This design comes from an exercise in tuning for small area on the open sky130 flow, not from production work.
The RTL was checked by simulation tests, not by an equivalence proof against the original design.
Power and IR drop assume default switching activity.

<file path="config.mk">
export PLATFORM = sky130hd
export DESIGN_NAME = Proj4WhackAMole
export DESIGN_NICKNAME = Proj4WhackAMole
export VERILOG_FILES = /design/flow/design.v
export SDC_FILE = /design/flow/constraint.sdc
export NUM_CORES = 4
export LEC_CHECK = 0
export ABC_AREA = 1
export CAP_MARGIN = 20
export CORE_MARGIN = 2
export CORE_UTILIZATION = 40
export CTS_BUF_LIST = sky130_fd_sc_hd__clkbuf_4
export SLEW_MARGIN = 20
</file>
<file path="constraint.sdc">
create_clock -name core_clock -period 20.0 [get_ports {MAX10_CLK1_50}]
set_input_delay 4.0000 -clock core_clock [delete_from_list [all_inputs] [get_ports {MAX10_CLK1_50}]]
set_output_delay 4.0000 -clock core_clock [all_outputs]
set_load 0.01 [all_outputs]
</file>
<file path="design.v">
module Proj4WhackAMole(
    input  MAX10_CLK1_50,
    input  rst,              
    input  [9:0] SW,
    input  [3:0] BTN_N,
    output [7:0] MATRIX_ROW_N,
    output [7:0] MATRIX_COL,
    output [7:0] HEX0,
    output [7:0] HEX1,
    output [7:0] HEX2,
    output [7:0] HEX3,
    output [7:0] HEX4,
    output [7:0] HEX5,
    output [9:0] LEDR
);
wire clk = MAX10_CLK1_50;
reg [2:0] c6;        
reg [3:0] c10;       
reg [2:0] row_sel;
wire tick_scan = (c6 == 3'd2);
wire tick_game = tick_scan && (c10 == 4'd4);
always @(posedge clk) begin
    if (rst) begin
        c6      <= 3'd0;
        c10     <= 4'd0;
        row_sel <= 3'd0;
    end else begin
        c6 <= (c6 == 3'd5) ? 3'd0 : c6 + 3'd1;
        if (tick_scan) begin
            row_sel <= row_sel + 3'd1;
            c10     <= (c10 == 4'd9) ? 4'd0 : c10 + 4'd1;
        end
    end
end
wire smash_TL = ~BTN_N[0];
wire smash_TR = ~BTN_N[1];
wire smash_BL = ~BTN_N[2];
wire smash_any = ~&BTN_N;
wire [1:0] smash_zone =
    smash_TL ? 2'b00 :
    smash_TR ? 2'b01 :
    smash_BL ? 2'b10 : 2'b11;
wire start      = SW[0];
wire greset     = SW[1];
wire stats      = SW[2];
wire difficulty = SW[3];
localparam IDLE         = 3'd0;
localparam LIGHT_MOLE   = 3'd1;
localparam GAME_OVER    = 3'd2;
localparam WAIT_INPUT   = 3'd4;
localparam CHECK        = 3'd5;
localparam SCORE_UPDATE = 3'd6;
localparam NEXT_ROUND   = 3'd7;
reg [2:0] state;
wire show_mole = state[2];
reg [4:0] sc_t;  reg [3:0] sc_o;    
reg [4:0] hi_t;  reg [3:0] hi_o;    
reg [1:0] t_h;   reg [3:0] t_t;  reg [3:0] t_o;    
reg [1:0] a_h;   reg [3:0] a_t;     
reg [1:0] lives;
reg [7:0] lfsr;
reg prev_smash_any, prev_start;
wire [1:0] mole_row_group = lfsr[2:1];
wire [1:0] mole_col_group = lfsr[4:3];
wire [1:0] mole_zone = {lfsr[2], lfsr[4]};
wire smash_edge = smash_any & ~prev_smash_any;
wire start_edge = start & ~prev_start;
wire sc_wrap  = (sc_t == 5'd25) && (sc_o == 4'd5);
wire sc_o9    = (sc_o == 4'd9);
wire sc_eq_hi = (sc_t == hi_t) && (sc_o == hi_o);
wire [4:0] sc_t_n = sc_wrap ? 5'd0 : sc_o9 ? sc_t + 5'd1 : sc_t;
wire [3:0] sc_o_n = (sc_wrap || sc_o9) ? 4'd0 : sc_o + 4'd1;
wire timeout = (t_o == 4'd0) && (t_t == a_t) && (t_h == a_h);
always @(posedge clk) begin
  if (rst) begin
    state <= IDLE;
    sc_t  <= 5'd0;
    sc_o  <= 4'd0;
    hi_t  <= 5'd0;
    hi_o  <= 4'd0;
    lives <= 2'd3;
    lfsr  <= 8'hA3;
  end else if (tick_game) begin
    if (greset) begin
        state <= IDLE;
        sc_t  <= 5'd0;
        sc_o  <= 4'd0;
        lives <= 2'd3;
        lfsr  <= 8'hA3;
        hi_t  <= 5'd0;
        hi_o  <= 4'd0;
    end else begin
        case (state)
            IDLE: begin
                sc_t  <= 5'd0;
                sc_o  <= 4'd0;
                lives <= 2'd3;
                if (start) state <= LIGHT_MOLE;
            end
            LIGHT_MOLE: begin
                lfsr  <= {lfsr[6:0], lfsr[7] ^ lfsr[5]};
                state <= WAIT_INPUT;
            end
            WAIT_INPUT: begin
                if (smash_edge)
                    state <= (smash_zone == mole_zone) ? SCORE_UPDATE : CHECK;
                else if (timeout)
                    state <= CHECK;
            end
            CHECK: begin
                lives <= lives - 2'd1;
                state <= (lives == 2'd1) ? GAME_OVER : NEXT_ROUND;
            end
            SCORE_UPDATE: begin
                sc_t <= sc_t_n;
                sc_o <= sc_o_n;
                if (sc_eq_hi && !sc_wrap) begin
                    hi_t <= sc_t_n;
                    hi_o <= sc_o_n;
                end
                state <= NEXT_ROUND;
            end
            NEXT_ROUND: state <= LIGHT_MOLE;
            GAME_OVER:  if (start_edge) state <= IDLE;
            default:    state <= IDLE;
        endcase
    end
  end
end
always @(posedge clk) begin
  if (tick_game) begin
    prev_smash_any <= smash_any;
    prev_start     <= start;
    if (!greset) begin
        case (state)
            IDLE: begin
                t_h <= 2'd0; t_t <= 4'd0; t_o <= 4'd0;
                a_h <= difficulty ? 2'd1 : 2'd2;
                a_t <= difficulty ? 4'd2 : 4'd0;
            end
            LIGHT_MOLE: begin
                t_h <= 2'd0; t_t <= 4'd0; t_o <= 4'd0;
            end
            WAIT_INPUT: begin
                if (t_o == 4'd9) begin
                    t_o <= 4'd0;
                    if (t_t == 4'd9) begin
                        t_t <= 4'd0;
                        t_h <= t_h + 2'd1;
                    end else
                        t_t <= t_t + 4'd1;
                end else
                    t_o <= t_o + 4'd1;
            end
            SCORE_UPDATE: begin
                if (a_h != 2'd0 || a_t != 4'd6) begin
                    if (a_t == 4'd0) begin
                        a_t <= 4'd9;
                        a_h <= a_h - 2'd1;
                    end else
                        a_t <= a_t - 4'd1;
                end
            end
            default: ;
        endcase
    end
  end
end
wire row_hit = show_mole && !row_sel[0] && (row_sel[2:1] == mole_row_group);
genvar gi;
generate
    for (gi = 0; gi < 8; gi = gi + 1) begin : g_mat
        assign MATRIX_ROW_N[gi] = (row_sel == gi);
        if (gi % 2 == 0)
            assign MATRIX_COL[gi] = ~(row_hit && (mole_col_group == gi / 2));
        else
            assign MATRIX_COL[gi] = 1'b1;
    end
endgenerate
assign LEDR[0] = (lives != 2'd0);
assign LEDR[1] = lives[1];
assign LEDR[2] = (lives == 2'd3);
assign LEDR[9:3] = 7'b0000000;
wire in_idle   = (lives == 2'd3) && (sc_t == 5'd0) && (sc_o == 4'd0) && !show_mole;
wire game_over = (lives == 2'd0);
reg [3:0] d0, d1, d2, d3, d4, d5;
always @(*) begin
    d5 = sc_t[3:0];
    d4 = sc_o;
    d3 = 4'd0;
    d2 = {2'b00, t_h};
    d1 = t_t;
    d0 = t_o;
    if (in_idle) begin
        d5 = 4'hF; d4 = 4'd5; d3 = 4'hC; d2 = 4'hA; d1 = 4'hD; d0 = 4'hC;
    end else if (game_over && !stats) begin
        d5 = 4'hF; d4 = 4'hB; d3 = 4'd0; d2 = 4'd5; d1 = 4'hE; d0 = 4'hF;
    end else if (game_over && stats) begin
        d5 = 4'hF; d4 = 4'hF; d3 = 4'hF; d2 = 4'hF; d1 = hi_t[3:0]; d0 = hi_o;
    end
end
wire [7:0] h0, h1, h2, h3, h4, h5;
SevenSeg s0(d0, h0);
SevenSeg s1(d1, h1);
SevenSeg s2(d2, h2);
SevenSeg s3(d3, h3);
SevenSeg s4(d4, h4);
SevenSeg s5(d5, h5);
assign HEX0 = h0;
assign HEX1 = h1;
assign HEX2 = {h2[7] & game_over & stats, h2[6:0]};
assign HEX3 = h3;
assign HEX4 = h4;
assign HEX5 = h5;
endmodule
module SevenSeg(
    input [3:0] val,
    output reg [7:0] seg
);
always @(*) begin
    case (val)
        4'd0: seg = 8'b11000000;
        4'd1: seg = 8'b11111001;
        4'd2: seg = 8'b10100100;
        4'd3: seg = 8'b10110000;
        4'd4: seg = 8'b10011001;
        4'd5: seg = 8'b10010010;
        4'd6: seg = 8'b10000010;
        4'd7: seg = 8'b11111000;
        4'd8: seg = 8'b10000000;
        4'd9: seg = 8'b10010000;
        4'hA: seg = 8'b10001000;
        4'hB: seg = 8'b11000111;
        4'hC: seg = 8'b10000111;
        4'hD: seg = 8'b10101111;
        4'hE: seg = 8'b10000110;
        default: seg = 8'b11111111;
    endcase
end
endmodule
</file>
<file path="run.sh">
#!/bin/bash
# synth_recipe.tcl (not shown) runs the flow's synth.tcl, then flattens the netlist and writes it again
# the make line also repeats each setting of config.mk as NAME=value (left out here)
make -C /OpenROAD-flow-scripts/flow DESIGN_CONFIG=/design/flow/config.mk WORK_HOME=/design/flow/orfs CLKGATE_MAP_FILE= SYNTH_SCRIPT=/design/flow/synth_recipe.tcl finish
</file>
==> summary.md, run 1 <==
| Metric | Value |
|---|---|
| RSZ-0062 raised after global routing | no |
| Post-CTS Setup Bufs | 0 |
| CP peak stage delay | 0.55 ns |
| Post-Syn Area | 5090 µm² |
| Mux cell area share after synthesis | 0 |
| Initial DRT Pass Iterations | 6 |
| Multi-input logic area | 3110 µm² |
| R2r startpoint | c6[0] |
| Port buffer count | 67 |
| Avg Cell Area, Syn | approximately 6.9 µm² |
| Worst setup margin | 9.35 ns |
| Rel. slew slack | 0.497 |
| EDFF count, synth | 18 |
| CP delay by family, top | buffers and inverters |
| Main combinational cell family by area after synthesis | simple AND/OR/NAND/NOR gates |
| Num CTS Buffers | 9 |
| Compound-Gate Fraction of Synth Area | 0.151 |
| Drt via density | 4.92 |
| Core Area | 12500 µm² |
| TritonCTS clock tree | built |
| Status | no timing/DRC/antenna violations |
| Largest net degree at the start of global routing | 22 |
| Non-filler cells, final | 965 |
| Hold Path Sink | c6[0] |
| GP Congestion | 0.881 |
| DIE HEIGHT | 117 µm |
| First-pass GRT wire length | 20200 µm |
| Antenna viol nets, final | 0 |
| CP max FO | 13 |
| Synth Area in Simple Gates | 0.292 |
| Post-Place Worst Slack | between 9 and 10 ns |
| Most used routing layer in global routing | met2 |
| Adder-cell share of the synthesized area | 0.133 |
| Final slew viol count | 0 |
| Die W | 117 µm |
| Worst EP arrival | 6.65 ns |
| Max VDD drop | around 0.028 mV |
| Initial core utilization | 0.407 |
| Total of max-cap violations | 0 |
| ANT cells | 0 |
| Met3 Resource Use GR | 0.0345 |
| Sequential cell area | 1360 µm² |
| Critical path required time | 16.00 ns |
| Asr flop ratio synth | 0 |
| Hold crit path type | reg -> reg |
| M1 GR Usage | 0.231 |
| Post_cts resized | 0 |
| Worst Path Buf+Inv | 3 |
| Finish-stage setup viols | 0 |
| Worst r2r path cells | 6 |
| Crit path kind | in -> out |
| Reg-to-reg endpoint | t_t[2] |
| I/O pins | 90 |
| # fillers | 1337 |
| Seq/Total Area, Yosys | 0.267 |
| Vias in the first global route | between 4000 and 5000 |
| Clock sinks | between 50 and 60 |
| Share of layout cells above drive strength 1 | 0.0807 |
| Die area | 13700 µm² |
| Pleak | 2.73 nW |
| Critical path, cell by cell | clkdlybuf4s50_1, nand2_1, nand2_1, a21oi_1, inv_1, ha_1, nand2_1, nand2_1, nor2_1, a21oi_1, clkdlybuf4s50_1 |
| Floorplan row count | 41 |
| Hold slack | 0.479 ns |
| Clock root buffer | clkbuf_4 |
| Post-synthesis xor/xnor area fraction | 0.0241 |
| Initial antenna violation count | 0 |
| Fmax | 93.9 MHz |
| Synth Instances | 733 |
| 1st-iter DRT viols | 279 |
| Routed WL per cell | 12.4 µm |
| Met2 Resource Use GR | 0.316 |
| Crit share post-route | 0.532 |
| Final nets | 858 |
| Dpl hpwl | 9550 µm |
| CP endpoint kind | primary output |
| Seq cells post-synth | 59 |
| Placed Instances | 949 |
| Worst clock skew | between 0.02 and 0.025 ns |
| Setup slack, reg-to-reg | ~18 ns |
| CP dominant cell by count | nand2_1 |
| Netlist cell types | 48 |
| Vias | 4748 |
| Dominant synthesized flop cell | dfxtp_1 |
| Yosys warns | 2 |
| Startpoint types | input port |
| Fin crit period | around 11 ns |
| Power Dens Cells | 40.3 nW/µm² |
| # DRC | 0 |
| Worst-skew pair later-pin latency | 0.42 ns |
| Number of H-tree levels | 3 |
| Tot GR Track Use | 0.184 |
| Maximum clock path buffer count | 2 |
| CTS clk-pin slew, worst paths | 0.10 ns |
| Gr ovfl total | 0 |
| Hold Vio Cnt, Final | 0 |
| Drt total wl | 12000 µm |
| Hold Crit Start | c6[0] |
| Hold depth | 1 |
| Slew @ Worst Pin | 0.752 ns |
| Setup Total Neg Slack | 0 ns |
| CP max-delay cell | clkdlybuf4s50_1 |
| Area grow syn2layout | 16.5% |
| Cts hold-fix bufs | 0 |
-- flip-flops by register name (all words and copies together), names as in the netlist, 3 cells and up --
name	flops
lfsr	8
hi_t	5
sc_t	5
a_t	4
c10	4
hi_o	4
sc_o	4
t_o	4
t_t	4
c6	3
row_sel	3
state	3
-- cell families (layout without fill, tap and decap cells) --
logic type | Yosys count | count (layout)
AOI/OAI and AO/OA | 132 | 132
DFF | 59 | 59
and+or+nand+nor | 325 | 325
xor gates and xnor gates | 14 | 14
adders and majority gates | 54 | 54
buffers and inverters | 147 | 193
other | 2 | 16
-- cell usage in the layout, fill, tap and decap left out, drive strengths merged, types with 2 or more instances in the layout --
cell | synthesis | routed
nand4 | 6 | 6
xnor2 | 11 | 11
o21bai | 5 | 5
a21oi | 38 | 38
bufinv | 0 | 2
o21ai | 53 | 53
edfxtp | 18 | 18
clkbuf | 6 | 10
or2 | 4 | 4
o2111ai | 2 | 2
o22ai | 12 | 12
xor2 | 3 | 3
inv | 110 | 110
clkdlybuf4s50 | 0 | 67
ha | 54 | 54
o31ai | 2 | 2
nor3 | 10 | 10
a31oi | 4 | 4
clkinv | 0 | 3
dfxtp | 41 | 41
nand3 | 38 | 38
nand2 | 186 | 186
nor2 | 80 | 80
conb | 2 | 16
o211ai | 14 | 14
-- worst max-delay path by stage --
stage,from,slack (ns),end,depth (start not counted)
6_report,SW[2],9.35,HEX2[3],11
5_1_grt,SW[2],9.13,HEX2[3],11
4_1_cts,SW[2],9.35,HEX2[3],11
3_5_place_dp,SW[2],9.36,HEX2[3],11
3_3_place_gp,SW[2],9.41,HEX2[3],11
2_1_floorplan,SW[2],10.55,HEX2[3],10
-- Yosys cell counts (2+ instances only) --
| cell | n | area (µm²) |
|---|---|---|
| a21oi_1 | 38 | 190 |
| a31oi_1 | 4 | 25.0 |
| buf_2 | 5 | 25.0 |
| buf_4 | 24 | 180 |
| clkbuf_1 | 6 | 22.5 |
| conb_1 | 2 | 7.51 |
| dfxtp_1 | 41 | 821 |
| edfxtp_1 | 18 | 541 |
| ha_1 | 54 | 676 |
| inv_1 | 92 | 345 |
| inv_2 | 16 | 60.1 |
| inv_4 | 2 | 12.5 |
| nand2_1 | 175 | 657 |
| nand2_2 | 6 | 37.5 |
| nand2_4 | 4 | 45.0 |
| nand3_1 | 35 | 175 |
| nand3_2 | 2 | 20.0 |
| nand4_1 | 4 | 25.0 |
| nor2_1 | 72 | 270 |
| nor2_2 | 3 | 18.8 |
| nor2_4 | 4 | 45.0 |
| nor3_1 | 8 | 40.0 |
| o2111ai_1 | 2 | 17.5 |
| o211ai_1 | 12 | 90.1 |
| o211ai_2 | 2 | 25.0 |
| o21ai_0 | 35 | 175 |
| o21ai_1 | 18 | 90.1 |
| o21bai_1 | 5 | 37.5 |
| o22ai_1 | 12 | 75.1 |
| or2_1 | 2 | 12.5 |
| xnor2_1 | 11 | 96.3 |
| xor2_1 | 3 | 26.3 |
-- area by class of cell --
cell class | instances | area share
timing repair buffer | 67 | 0.113
tap | 172 | 0.0363
clock inverter | 6 | 0.0137
sequential | 59 | 0.229
inverter | 110 | 0.0704
multi-input combinational | 541 | 0.525
clock buffer | 10 | 0.0127
-- routing by layer --
| layer | wire length (µm) | share of wire |
|---|---|---|
| met2 | 5590 | 0.47 |
| met3 | 636 | 0.053 |
| met5 | 0 | 0 |
| met4 | 244 | 0.020 |
| met1 | 5530 | 0.46 |
-- metrics by stage --
stage,util,cell area (µm²),total power (W)
6_report,0.474,5930,0.000239
5_1_grt,0.474,5930,0.000250
4_1_cts,0.474,5930,0.000242
3_5_place_dp,0.462,5780,0.000145
3_3_place_gp,0.462,5780,0.000145
2_1_floorplan,-,5150,0.000141
-- where the power goes --
group          internal [W]  total (W)  switching (W)  leakage [nW]
clock network     0.0000513  0.0000963      0.0000451        0.0838
logic            0.00000690  0.0000170      0.0000101          2.17
registers          0.000124   0.000126     0.00000149         0.476
==> inputs of run 2 (changes only) <==
--- a/config.mk
+++ b/config.mk
@@ -11,3 +11,2 @@
 export CORE_UTILIZATION = 40
-export CTS_BUF_LIST = sky130_fd_sc_hd__clkbuf_4
 export SLEW_MARGIN = 20
==> summary.md, run 2 <==
| Metric | Value |
|---|---|
| Fin crit period | 10.61 ns (was 10.65 ns) |
| Non-filler cells, final | 965 (unchanged) |
| Largest reg by FF count | lfsr (unchanged) |
| Number of H-tree levels | 3 (unchanged) |
| ANT cells | 0 (unchanged) |
| Crit path kind | in -> out (unchanged) |
| CP endpoint kind | primary output (unchanged) |
| Commonest non-fill, non-tap cell in the layout | nand2_1 (unchanged) |
| Total of max-cap violations | 0 (unchanged) |
| CP max FO | 13 (unchanged) |
| Wl on met1 | 5590 µm (was 5530 µm) |
| Routed wl met2 | 5750 µm (was 5590 µm) |
| Final nets | 858 (unchanged) |
| Drt total wl | 12100 µm (was 12000 µm) |
| Tot GR Track Use | 0.186 (was 0.184) |
| Gr ovfl total | 0 (unchanged) |
| CTS clk-pin slew, worst paths | 0.05 ns (was 0.10 ns) |
| # DRC | 0 (unchanged) |
| Metal3 WL | 599 µm (was 636 µm) |
| Internal power | 0.000238 W (was 0.000182 W) |
| Largest net degree at the start of global routing | 22 (unchanged) |
| Worst clock skew | 0.00839 ns (was 0.0200 ns) |
| Startpoint types | input port (unchanged) |
| Top Layer Used | met4 (unchanged) |
| Cell with the most instances after synthesis | nand2_1 (unchanged) |
| Avg Cell Area, Syn | 6.95 µm² (unchanged) |
| RSZ-0062 raised after global routing | no (unchanged) |
| Hold crit path type | reg -> reg (unchanged) |
| Seq/Total Area, Yosys | 0.267 (unchanged) |
| Netlist cell types | 48 (unchanged) |
| Top flop regs | lfsr x8, hi_t x5, sc_t x5 (unchanged) |
| Synth area leader | dfxtp_1 (unchanged) |
| 1st-iter DRT viols | 272 (was 279) |
| Placed Instances | 949 (unchanged) |
| Synth area leaders | dfxtp_1 (16%), ha_1 (13%), nand2_1 (13%) (unchanged) |
| Final slew viol count | 0 (unchanged) |
| Rel. slew slack | 0.500 (was 0.497) |
| First-pass GRT wire length | 20400 µm (was 20200 µm) |
| Floorplan row count | 41 (unchanged) |
| Slew @ Worst Pin | 0.748 ns (was 0.752 ns) |
| Fin util | 0.487 (was 0.474) |
| Clock root buffer | clkbuf_16 (was clkbuf_4) |
| Vias | 4752 (was 4748) |
| Antenna viol nets, final | 0 (unchanged) |
| Sequential share of power | 0.416 (was 0.525) |
| Most frequent cells after synthesis | nand2_1 (175), inv_1 (92), nor2_1 (72) (unchanged) |
| Port buffer count | 67 (unchanged) |
| TritonCTS clock tree | built (unchanged) |
| Max VDD drop | 0.0441 mV (was 0.0282 mV) |
| DIE HEIGHT | 117 µm (unchanged) |
| Clock sinks | 59 (unchanged) |
| Yosys warns | 2 (unchanged) |
| Post-Syn Area | 5090 µm² (unchanged) |
| Post-Place Worst Slack | 9.36 ns (unchanged) |
| I/O pins | 90 (unchanged) |
| GP Congestion | 0.881 (unchanged) |
| R2r startpoint | c6[0] (unchanged) |
| Initial core utilization | 0.407 (unchanged) |
| Max FFs per register | 8 (unchanged) |
| Num CTS Buffers | 9 (unchanged) |
| Post_cts resized | 0 (unchanged) |
| Status | no timing/DRC/antenna violations (unchanged) |
| Worst r2r path cells | 6 (unchanged) |
| Routed WL per cell | 12.6 µm (was 12.4 µm) |
| Switching power | 0.0000643 W (was 0.0000567 W) |
| Power Dens Cells | 49.6 nW/µm² (was 40.3 nW/µm²) |
| Worst-skew pair later-pin latency | 0.33 ns (was 0.42 ns) |
| Critical path required time | 16.00 ns (about the same) |
| Setup Total Neg Slack | 0 ns (unchanged) |
| Hold Crit Start | c6[0] (unchanged) |
| Die W | 117 µm (unchanged) |
| EDFF count, synth | 18 (unchanged) |
| Area grow syn2layout | 19.6% (was 16.5%) |
| Hold depth | 1 (unchanged) |
| Synth Instances | 733 (unchanged) |
| Clock network power share | 0.527 (was 0.403) |
| Core Area | 12500 µm² (unchanged) |
| Worst EP arrival | 6.61 ns (was 6.65 ns) |
| Sw frac | 0.213 (was 0.237) |
| Setup slack, reg-to-reg | 17.74 ns (was 17.75 ns) |
| Reg-to-reg endpoint | t_t[2] (unchanged) |
| Initial antenna violation count | 0 (unchanged) |
| Finish-stage setup viols | 0 (unchanged) |
| Dominant synthesized flop cell | dfxtp_1 (unchanged) |
| Commonest non-fill, non-tap cells in the layout | nand2_1 (175), inv_1 (92), nor2_1 (72) (unchanged) |
| Initial DRT Pass Iterations | 5 (was 6) |
| Die area | 13700 µm² (unchanged) |
| Seq cells post-synth | 59 (unchanged) |
| Dpl hpwl | 9550 µm (unchanged) |
| Combinational fraction of design power | 0.057 (was 0.071) |
| Share of layout cells above drive strength 1 | 0.0807 (unchanged) |
| Vias in the first global route | 4426 (was 4390) |
| Fmax | 94.2 MHz (was 93.9 MHz) |
| Drt via density | 4.92 (about the same) |
| Pleak | 2.80 nW (was 2.73 nW) |
| Asr flop ratio synth | 0 (unchanged) |
| Maximum clock path buffer count | 2 (unchanged) |
| Hold Path Sink | c6[0] (unchanged) |
| Share of the synthesized area in the top cell type | 0.161 (unchanged) |
| Cts hold-fix bufs | 0 (unchanged) |
| Crit share post-route | 0.531 (was 0.532) |
| Post-CTS Setup Bufs | 0 (unchanged) |
| Hold Vio Cnt, Final | 0 (unchanged) |
| Worst setup margin | 9.39 ns (was 9.35 ns) |
run 2: metal layers:
metal  vias up  global-route usage
met5         -                   0
met1      2167               0.231
met3        15              0.0340
li1       2447                   -
met4         0              0.0659
met2       123               0.324
run 2: how the worst max path moves through the flow:
stage          start  endpoint  slack, ns  cells past startpoint
6_report       SW[2]   HEX2[3]       9.39                     11
4_1_cts        SW[2]   HEX2[3]       9.35                     11
5_1_grt        SW[2]   HEX2[3]       9.13                     11
3_5_place_dp   SW[2]   HEX2[3]       9.36                     11
3_3_place_gp   SW[2]   HEX2[3]       9.41                     11
2_1_floorplan  SW[2]   HEX2[3]      10.55                     10
run 2: critical path: stages:
cell and delay (ns):
clkdlybuf4s50_1 0.43, nand2_1 0.36, nand2_1 0.25, a21oi_1 0.33, inv_1 0.14, ha_1 0.30, nand2_1 0.05, nand2_1 0.05
nor2_1 0.04, a21oi_1 0.12, clkdlybuf4s50_1 0.55
run 2: layout make-up:
| cell class | instances | area (µm²) |
|---|---|---|
| Sequential cell | 59 | 1360 |
| Clock buffer | 12 | 268 |
| Fill cell | 1322 | 6420 |
| Timing Repair Buffer | 67 | 671 |
| Tap cell | 172 | 215 |
| Multi-Input combinational cell | 541 | 3110 |
| Clock inverter | 4 | 47.5 |
| Inverter | 110 | 418 |
run 2: cells by family (layout without fill, tap and decap cells):
group,after synthesis,in the layout,synth area share
compound gates,132,132,0.151
xor+xnor,14,14,0.0241
fa+ha+maj,54,54,0.133
buf+inv,147,193,0.132
flops,59,59,0.267
other cells,2,16,0.00147
simple gates,325,325,0.292
run 2: metrics by stage:
| step | cell area, µm² | hold slack, ns | power, W |
|---|---|---|---|
| CTS | 6090 | 0.475 | 0.000305 |
| floorplan | 5150 | 0.433 | 0.000141 |
| global route | 6090 | 0.508 | 0.000314 |
| detailed placement | 5780 | 0.463 | 0.000145 |
| global placement | 5780 | 0.450 | 0.000145 |
| finish | 6090 | 0.467 | 0.000302 |
run 2: power groups by stage:
stage / Clock, W / Sequential, W / Combinational, W
2_1_floorplan: 0 / 0.000128 / 0.0000134
3_3_place_gp: 0 / 0.000128 / 0.0000169
3_5_place_dp: 0 / 0.000128 / 0.0000171
4_1_cts: 0.000162 / 0.000126 / 0.0000173
5_1_grt: 0.000169 / 0.000126 / 0.0000196
6_report: 0.000159 / 0.000126 / 0.0000172

re-timing with driven ports:
Ports are ideal in the flow. The routed layouts listed here were re-timed in OpenROAD.
Step 1: set_driving_cell puts a clkbuf_16 on MAX10_CLK1_50 and a buf_2 on each other input, an assumption about the parent block.
Step 2 times the ports against the registers' clock, not the clock port: input delays grow and output delays shrink by t, the midpoint of the rising clock arrivals with the driver on.
Three values: no drivers, after step 1, after step 2; two values: the first two.
| run | t, ns | setup slack, ns | hold WS [ns] | worst slew at a driven data input, ns |
|---|---|---|---|---|
| run 1 | 0.435 | 9.350 / 9.323 / 9.323 | 0.479 / 0.479 / 0.479 | 0.04 |
| run 2 | 0.361 | 9.389 / 9.362 / 9.362 | 0.467 / 0.467 / 0.467 | 0.04 |
After both steps setup and hold are still met in every run listed.
